What follows belongs to an exercise in optimizing a design on an open flow for small area, a short achievable clock period and few clock cycles per item; a production flow would make more cautious choices. Only simulation tests tie the RTL to the original design; equivalence was not proved.

==> flow/design.v (excerpt) <==
module multipli
#(parameter int N = 32)
(
	input  logic                        CLOCK,
	input  logic                        RESET,
	input  logic                        START,
	input  logic signed [N-1:0]         A,B,
	output logic signed [2*N-1:0]       S,
	output logic                        END_MULT
);
logic [1:0] COUNT;
logic [40:0] X, Y;
logic [23:0] LO;
logic XB;
logic go, first, last;
logic [0:0] NF;     
assign go    = START & ~END_MULT;
assign first = ~NF[0];
assign last  = (COUNT == 2'd3);
logic [8:0] ab [1];
always_comb
    for (int k = 0; k < 1; k++)
        ab[k] = NF[k] ? {LO[7:0], XB} : {A[7:0], 1'b0};
logic [3:0] one [1], two [1], ng [1];
logic [32:0] m [4];
logic [32:0] Bl, Bh;
assign Bl = {B[31], B};
assign Bh = {B, 1'b0};
always_comb begin
    for (int k = 0; k < 1; k++)
        for (int i = 0; i < 4; i++) begin
            one[k][i] = ab[k][2*i] ^ ab[k][2*i+1];
            two[k][i] = (ab[k][2*i+2] & ~ab[k][2*i+1] & ~ab[k][2*i]) | (~ab[k][2*i+2] & ab[k][2*i+1] & ab[k][2*i]);
            ng[k][i]  = ab[k][2*i+2] & ~(ab[k][2*i+1] & ab[k][2*i]);
        end
    for (int i = 0; i < 4; i++)
        for (int j = 0; j < 33; j++) begin
            int k;
            k = j * 1 / 33;
            m[i][j] = ((one[k][i] & Bl[j]) | (two[k][i] & Bh[j])) ^ ng[k][i];
        end
end
logic fa_p0, fa_g0;
assign fa_p0 = X[0] ^ Y[0];
assign fa_g0 = X[0] & Y[0];
logic fa_p1, fa_g1;
assign fa_p1 = X[1] ^ Y[1];
  ...
Settings: LEC_CHECK=0, CAP_MARGIN=20, CORE_MARGIN=2, CORE_UTILIZATION=40, SLEW_MARGIN=20; clock period 5.0 ns.
standard.sh (not shown) runs the stock make flow with config.mk's settings and CLKGATE_MAP_FILE= SYNTH_SCRIPT=/design/flow/synth_recipe.tcl, a recipe that flattens the netlist after the stock synthesis.
==> flow/flow/run.sh <==
#!/bin/bash
# Layout flow: the standard flow (standard.sh) with two changes.
# 1. The port buffers that global placement inserts are made from
#    sky130_fd_sc_hd__buf_1 instead of the default pick; the resizer upsizes
#    them where timing or slew needs it.
# 2. After the standard synthesis, flow/fixinv.py removes inverters around
#    the full-adder cells (an adder with all inputs and outputs complemented
#    is the same adder) and swaps gates for their complements where that
#    saves an inverter. Registers are not touched.
# Each tool's output goes to a log of its own in this folder.
set -e
export BUFFER_PORTS_ARGS="-buffer_cell sky130_fd_sc_hd__buf_1"
RES=orfs/results/sky130hd/multipli/base
OR=$(command -v openroad || echo /OpenROAD-flow-scripts/tools/install/OpenROAD/bin/openroad)
bash standard.sh synth > synth.log 2>&1
cp $RES/1_synth.odb $RES/1_synth_std.odb
"$OR" -python -no_init flow/fixinv.py $RES/1_synth_std.odb $RES/1_synth.odb > fixinv.log 2>&1
bash standard.sh > standard.log 2>&1
Other scripts of this flow, unchanged in this note and not shown: flow/flow/fixinv.py
Testbench counts at the start, summed over its fixed seeds: cycles 7,992, items 1,600.
Next try:
--- a/flow/config.mk
+++ b/flow/config.mk
@@ -10,2 +10,3 @@
 export CORE_UTILIZATION = 40
+export SETUP_SLACK_MARGIN = 1.2
 export SLEW_MARGIN = 20
The changed run passed the timing, design-rule and antenna checks; critical path depth grows by 1; worst setup slack gains 0.55 ns; via count grows by 4.3%; core utilization grows by 5.4 points.
Next try:
--- a/flow/config.mk
+++ b/flow/config.mk
@@ -7,2 +7,3 @@
 export LEC_CHECK = 0
+export ABC_AREA = 1
 export CAP_MARGIN = 20
@@ -10,3 +11,3 @@
 export CORE_UTILIZATION = 40
-export SETUP_SLACK_MARGIN = 1.2
+export SETUP_SLACK_MARGIN = 1.3
 export SLEW_MARGIN = 20
Setup slack gains 0.54 ns; global-route usage came out lower by 0.67 points; worst hold slack loses 0.0043 ns; utilization came out lower by 3.1 points; register-to-register slack gains 0.15 ns; cell area came out lower by 0.36%; count of clock-buffer cells in the layout is unchanged; wire length came out higher by 3.3%; sequential share of layout area hardly moves; flip-flop and latch count does not change.


Another version of the RTL of multipli (not shown whole).
Size in the first run: ~1,200 cells after synthesis, roughly 130 I/O pins, about 0.011 mm^2 of cells after synthesis.
## multipli
module multipli
#(parameter int N = 32)
(
	input  logic                        CLOCK,
	input  logic                        RESET,
	input  logic                        START,
	input  logic signed [N-1:0]         A,B,
	output logic signed [2*N-1:0]       S,
	output logic                        END_MULT
);
==> flow/config.mk <==
export PLATFORM = sky130hd
export DESIGN_NAME = multipli
export DESIGN_NICKNAME = multipli
export VERILOG_FILES = /design/flow/design.v
export SDC_FILE = /design/flow/constraint.sdc
export NUM_CORES = 4
export LEC_CHECK = 0
export ABC_AREA = 1
export CAP_MARGIN = 20
export CORE_MARGIN = 2
export CORE_UTILIZATION = 40
export SETUP_SLACK_MARGIN = 1.3
export SLEW_MARGIN = 20
==> flow/constraint.sdc <==
create_clock -name core_clock -period 5.0 [get_ports {CLOCK}]
set_input_delay 1.0000 -clock core_clock [delete_from_list [all_inputs] [get_ports {CLOCK}]]
set_output_delay 1.0000 -clock core_clock [all_outputs]
set_load 0.01 [all_outputs]
Scripts as last shown in full above: flow/flow/run.sh
Other scripts of this flow, unchanged in this note and not shown: flow/flow/fixinv.py
Testbench counts at the start, summed over its fixed seeds: cycles 7,992, items 1,600.
==> next run, changes <==
SETUP_SLACK_MARGIN = 1.15   (was 1.3)
The new run ran to the end with no violations. Sequential cell count is unchanged. Clock skew is about the same. First-iteration DRC count climbs by about 1.6%. Routed wire length goes down by about 1.2%. Sequential share of layout area increases by 0.52 points. Design area decreases by about 2%. Count of clock-buffer cells in the layout stays the same.
==> next run, changes <==
PLACE_DENSITY = 0.7   (was default)
SETUP_SLACK_MARGIN = 1.3   (was 1.15)
Effect:
- clock-buffer cell count does not change
- area after synthesis does not change
- via count is higher by 5.1%
- die area is unchanged
==> next run, changes <==
PLACE_DENSITY = default   (was 0.7)
SETUP_SLACK_MARGIN = 1.7   (was 1.3)
After rerunning:
- The new run produced a clean layout
- via count is higher by 6.9%
- worst setup slack gets worse by 0.021 ns
- utilization goes up by 12 points
- global-route usage is higher by 3.2 points
- cell area rises by 26%
==> next run, changes <==
SETUP_SLACK_MARGIN = 1.0   (was 1.7)
After rerunning: The changed run produced a clean layout; core utilization fell by 13 points; worst setup slack degrades by 0.23 ns; fmax fell by 6.0%; critical path depth rose by 3; area after synthesis stays the same; sequential share of layout area rose by 6.4 points; wire length fell by about 20%.
==> next run, changes <==
CORE_UTILIZATION = 55   (was 40)
SETUP_SLACK_MARGIN = 1.3   (was 1.0)
Setup slack is better by 0.25 ns.
Area after synthesis is unchanged.
Sequential cell count does not change.
Clock skew stays flat.
Global-route usage went up by 7.6 points.
Final cell count came out lower by 3.5%.
Via count grows by 3.4%.
Register-to-register slack gains 0.11 ns.


Setup of before:
multipli with an RTL version that a note above also has.
For scale: roughly 1200 cells after synthesis, roughly 0.011 mm² of cells after synthesis.
==> flow/config.mk <==
export PLATFORM = sky130hd
export DESIGN_NAME = multipli
export DESIGN_NICKNAME = multipli
export VERILOG_FILES = /design/flow/design.v
export SDC_FILE = /design/flow/constraint.sdc
export NUM_CORES = 4
export LEC_CHECK = 0
export ABC_AREA = 1
export CAP_MARGIN = 20
export CORE_MARGIN = 2
export CORE_UTILIZATION = 40
export SETUP_SLACK_MARGIN = 1.0
export SLEW_MARGIN = 20
==> flow/constraint.sdc <==
create_clock -name core_clock -period 5.0 [get_ports {CLOCK}]
set_input_delay 1.0000 -clock core_clock [delete_from_list [all_inputs] [get_ports {CLOCK}]]
set_output_delay 1.0000 -clock core_clock [all_outputs]
set_load 0.01 [all_outputs]
Scripts as last shown in full above: flow/flow/run.sh
Other scripts of this flow, unchanged in this note and not shown: flow/flow/fixinv.py
Testbench counts of before, summed over its fixed seeds: cycles 7,992, items 1,600.
> inputs changed (before -> after)
# before
export LEC_CHECK = 0
export ABC_AREA = 1
export CAP_MARGIN = 20
export CORE_MARGIN = 2
export CORE_UTILIZATION = 40
export SETUP_SLACK_MARGIN = 1.0
export SLEW_MARGIN = 20
create_clock -name core_clock -period 5.0 [get_ports {CLOCK}]
# after
export LEC_CHECK = 0
export CAP_MARGIN = 20
export CORE_MARGIN = 2
export CORE_UTILIZATION = 40
export SETUP_SLACK_MARGIN = 0.8
export SLEW_MARGIN = 20
create_clock -name core_clock -period 5.0 [get_ports {CLOCK}]
--- outcome ---
Area growth from synthesis to layout: after and before compared, lower one is before
Diff before -> after: fill cell instance count of the final layout has decreased, cell row count dropped 3.3%, ratio of cells with drive above 1 in the final layout climbed 4.3 points, post-layout instance area now smaller.

## port drivers added, routing unchanged
In the flow no input, the clock included, has a driving cell. The finished layouts below were timed again as built, in two steps. Step 1 (the two cells are an assumption about what drives the block):
set clk [get_ports {CLOCK}]
set_driving_cell -lib_cell sky130_fd_sc_hd__clkbuf_16 $clk
set_driving_cell -lib_cell sky130_fd_sc_hd__buf_2 [delete_from_list [all_inputs] $clk]
Step 2 times the ports against the registers' clock, not the clock port: input delays grow and output delays shrink by t, the midpoint of the rising clock arrivals with the driver on. a / b / c = no drivers / after step 1 / after step 2; a / b = the first two.
| run | t, ns | setup WS [ns] | clock arrival spread, ns | pins driven straight from the clock port |
|---|---|---|---|---|
| the first run of note 1 | 0.406 | 0.248 / 0.207 / 0.523 | 0.019 / 0.020 | 1 |
| the second run of note 1 | 0.407 | 0.799 / 0.752 / 0.746 | 0.015 / 0.015 | 1 |
| the third run of note 1 | 0.409 | 1.341 / 1.348 / 0.952 | 0.015 / 0.015 | 1 |
| the first run of note 2 | 0.412 | 1.384 / 1.337 / 1.002 | 0.013 / 0.013 | 1 |
| the second run of note 2 | 0.415 | 1.281 / 1.242 / 0.879 | 0.012 / 0.013 | 1 |
| the third run of note 2 | 0.408 | 1.350 / 1.306 / 0.977 | 0.019 / 0.018 | 1 |
| the fourth run of note 2 | 0.404 | 1.330 / 1.325 / 0.921 | 0.010 / 0.010 | 1 |
| the fifth run of note 2 | 0.417 | 1.097 / 1.050 / 0.800 | 0.012 / 0.011 | 1 |
| the sixth run of note 2 | 0.408 | 1.350 / 1.349 / 0.958 | 0.013 / 0.013 | 1 |
| before | 0.411 | 1.092 / 1.092 / 0.792 | 0.018 / 0.018 | 1 |
| after | 0.406 | 0.744 / 0.702 / 0.621 | 0.018 / 0.019 | 1 |
After both steps every run listed still meets setup and hold. The setup slack of the fourth run of note 2, which loses most, moves by -0.005 ns with the drivers and by -0.409 ns with both steps.
